Background: an optimization exercise with open tools, aiming at small area and a short achievable clock period. Do not read the settings as production practice. Only simulation tests tie the RTL to the original design; equivalence was not proved. No activity file was given, so power comes from the tool's default toggle rates.

== run 1 ==
// fp_mul
module fp_mul(
    input clk,
    input rst,
    input [31:0] a_s,
    input [31:0] b_s,
    output reg [31:0] c_out,
    output reg overflow
);
For scale: ~650 cells after synthesis, roughly 5900 um2 of cells after synthesis.
clock: 4.0 ns
lec_check: 0
abc_clock_period_in_ps: 2000
cap_margin: 20
core_margin: 2
core_utilization: 40
setup_slack_margin: 1.8
slew_margin: 20
standard.sh (not shown) runs the stock make flow with config.mk's settings and CLKGATE_MAP_FILE= SYNTH_SCRIPT=/design/flow/synth_recipe.tcl, a recipe that flattens the netlist after the stock synthesis.
==> flow/flow/run.sh <==
#!/bin/bash
# Standard layout, with the port buffers made of sky130_fd_sc_hd__buf_2 cells.
set -euo pipefail
export BUFFER_PORTS_ARGS="-buffer_cell sky130_fd_sc_hd__buf_2"
bash standard.sh > standard_make.log 2>&1
Setup changes, run 1 to run 2
- ABC_CLOCK_PERIOD_IN_PS no longer set, was 2000
- CTS_BUF_LIST now sky130_fd_sc_hd__clkbuf_4 sky130_fd_sc_hd__clkbuf_8, previously not set
- CORE_UTILIZATION now 60, was 40
- SETUP_SLACK_MARGIN no longer set, was 1.8
==> flow/run.sh (new file) <==
#!/bin/bash
# synth_recipe.tcl (not shown) runs the flow's synth.tcl, then flattens the netlist and writes it again
# the make line also repeats each setting of config.mk as NAME=value (left out here)
make -C /OpenROAD-flow-scripts/flow DESIGN_CONFIG=/design/flow/config.mk WORK_HOME=/design/flow/orfs CLKGATE_MAP_FILE= SYNTH_SCRIPT=/design/flow/synth_recipe.tcl finish
removed: flow/flow/run.sh
removed: flow/standard.sh
Notes after the runs:
In run 2 relative to run 1, area of the die had gone down by more than a quarter.
Largest incremental delay on the critical path, run 2 and run 1: smaller value in run 1
On run 2: met1 wire length is 1.1 mm lower than what run 1 gave.
Between run 2 and run 1, area growth from synthesis to final layout is lower for run 2, run 1 comes in above that.
Run 2 against run 1: number of standard cells in the layout, taps in and fillers out -6.4%; global-route met1 utilization +6.5 points.
The inputs of run 3 differ from those of run 2 as listed below.
- a deleted CTS_BUF_LIST that had been sky130_fd_sc_hd__clkbuf_4 sky130_fd_sc_hd__clkbuf_8
- an added ABC_CLOCK_PERIOD_IN_PS of 2000
- an added SETUP_SLACK_MARGIN of 1.8
- a change of CORE_UTILIZATION from 60 to 40
==> comparison <==
- Layout cell share with drive strength beyond 1 ended up 6.6 points higher on run 3 than on run 2.
- Between run 3 and run 2, it is run 3 whose internal power component is higher, by 0.27 mW.
- Looking only at summed area of non-filler cells in the final layout, and setting everything else aside, the lower value of run 3 and run 2 goes to run 2.
- First-pass GRT wire length ended up about 15% higher on run 3 than on run 2.
Here is what was changed in the inputs of run 4 compared with run 3.
- SETUP_SLACK_MARGIN: 1.8 -> unset
- ABC_CLOCK_PERIOD_IN_PS: 2000 -> unset
## What came out
When run 4 is set beside run 3, its overall fraction of global-route tracks in use turns out to be 0.62 points smaller. On met1 global-route usage, the higher figure sits with run 3, not run 4. Run 4 against run 3: switching power summed over all nets has decreased; clock tree cell share of total cell area went up; post-route fraction of the period consumed by the critical path went up 14 points; number of clock sinks seen by CTS did not really move; fraction of the mapped netlist area in adder cells has remained practically unchanged. Re count of instances resized after the clock tree is built: run 4 is 36 down on run 3.
What run 5 does differently from run 4 at the input level:
- setting ABC_CLOCK_PERIOD_IN_PS to 2000 for the first time
- setting SETUP_SLACK_MARGIN to 1.8 for the first time
==> flow/flow/run.sh (new file) <==
#!/bin/bash
# Standard layout, with the port buffers made of sky130_fd_sc_hd__buf_1 cells.
set -euo pipefail
export BUFFER_PORTS_ARGS="-buffer_cell sky130_fd_sc_hd__buf_1"
bash standard.sh > standard_make.log 2>&1
==> flow/standard.sh (new file) <==
#!/bin/bash
# synth_recipe.tcl (not shown) runs the flow's synth.tcl, then flattens the netlist and writes it again
# the make line also repeats each setting of config.mk as NAME=value (left out here)
make -C /OpenROAD-flow-scripts/flow DESIGN_CONFIG=/design/flow/config.mk WORK_HOME=/design/flow/orfs CLKGATE_MAP_FILE= SYNTH_SCRIPT=/design/flow/synth_recipe.tcl "${@:-finish}"
removed: flow/run.sh
Results
Run 4 has a lower switching component of the power than run 5.
Delta (run 5 minus run 4): net count of the finished layout now larger, routing usage on met1 increased by 1.2 points relative to the old numbers.
~same area after synthesis in run 4 and run 5
Run 5 vs. run 4: wire length went up 500 um, global-route wire length before repair went up 3.2%, width of the die held, setup slack went up 0.52 ns, clock skew held.
The portion of total power attributed to the clock network in run 5 was lower than what run 4 gave.
Critical path's slowest cell: dfxtp_1 -> run 4, dfxtp_4 -> run 5
From run 4 to run 5, total of buffers placed on input and output ports did not move at all.
Relative to run 5, the following input files were edited for run 6:
- SETUP_SLACK_MARGIN: 1.8 -> 2.2
- ABC_CLOCK_PERIOD_IN_PS: 2000 -> 1800
### Flow results
Run 6: all stages complete, timing, DRC and antenna checks passed. Summary — fraction of the cycle the final worst path needs, run 6 relative to run 5: lower, by 0.62 points. Number of DRC violations after detailed-routing iteration 0: run 6 worse than run 5. Taking run 5 as the reference, in run 6 met1 wire length saw an increase, final-stage net count picked up an extra 24, area of all placed cells without fillers saw an increase, clock-buffer cell count went up by 2, post-place instance area went up 140 um2. Re number of vias after detailed routing: run 5 was lower than run 6. Run 6: final cell count is 2.4% higher than what run 5 reported. When run 6 is set beside run 5, its footprint of the multi-input gates turns out to be about 8% larger. Number of flip-flops and latches came out exactly the same in run 6 and run 5.

separate check: timing with driven ports:
The flow's constraints put no driver on any port. The routed layouts listed below were extracted and timed again, unchanged, in two steps. Step 1: set_driving_cell puts a clkbuf_16 on clk and a buf_2 on each other input, an assumption about the parent block. Step 2 adds t to the input delays and takes it off the output delays; t is the mean of the earliest and latest rising clock arrival at the registers after step 1. Input paths then give back, and output paths get back, about the clock's delay inside the block. Three values: ideal ports, drivers, drivers and shift; two values: the first two.
run | t (ns) | setup WS [ns] | cell pins on the clock port's net
run 1 | 0.465 | 1.731 / 1.731 / 1.731 | 1
run 2 | 0.481 | 1.266 / 1.266 / 1.266 | 1
run 3 | 0.453 | 1.807 / 1.801 / 1.575 | 1
run 4 | 0.456 | 1.244 / 1.244 / 1.244 | 1
run 5 | 0.465 | 1.767 / 1.767 / 1.767 | 1
run 6 | 0.462 | 1.792 / 1.792 / 1.792 | 1
After both steps setup and hold are still met in every run listed. The setup slack of run 3, which loses most, moves by -0.006 ns with the drivers and by -0.232 ns with both steps.
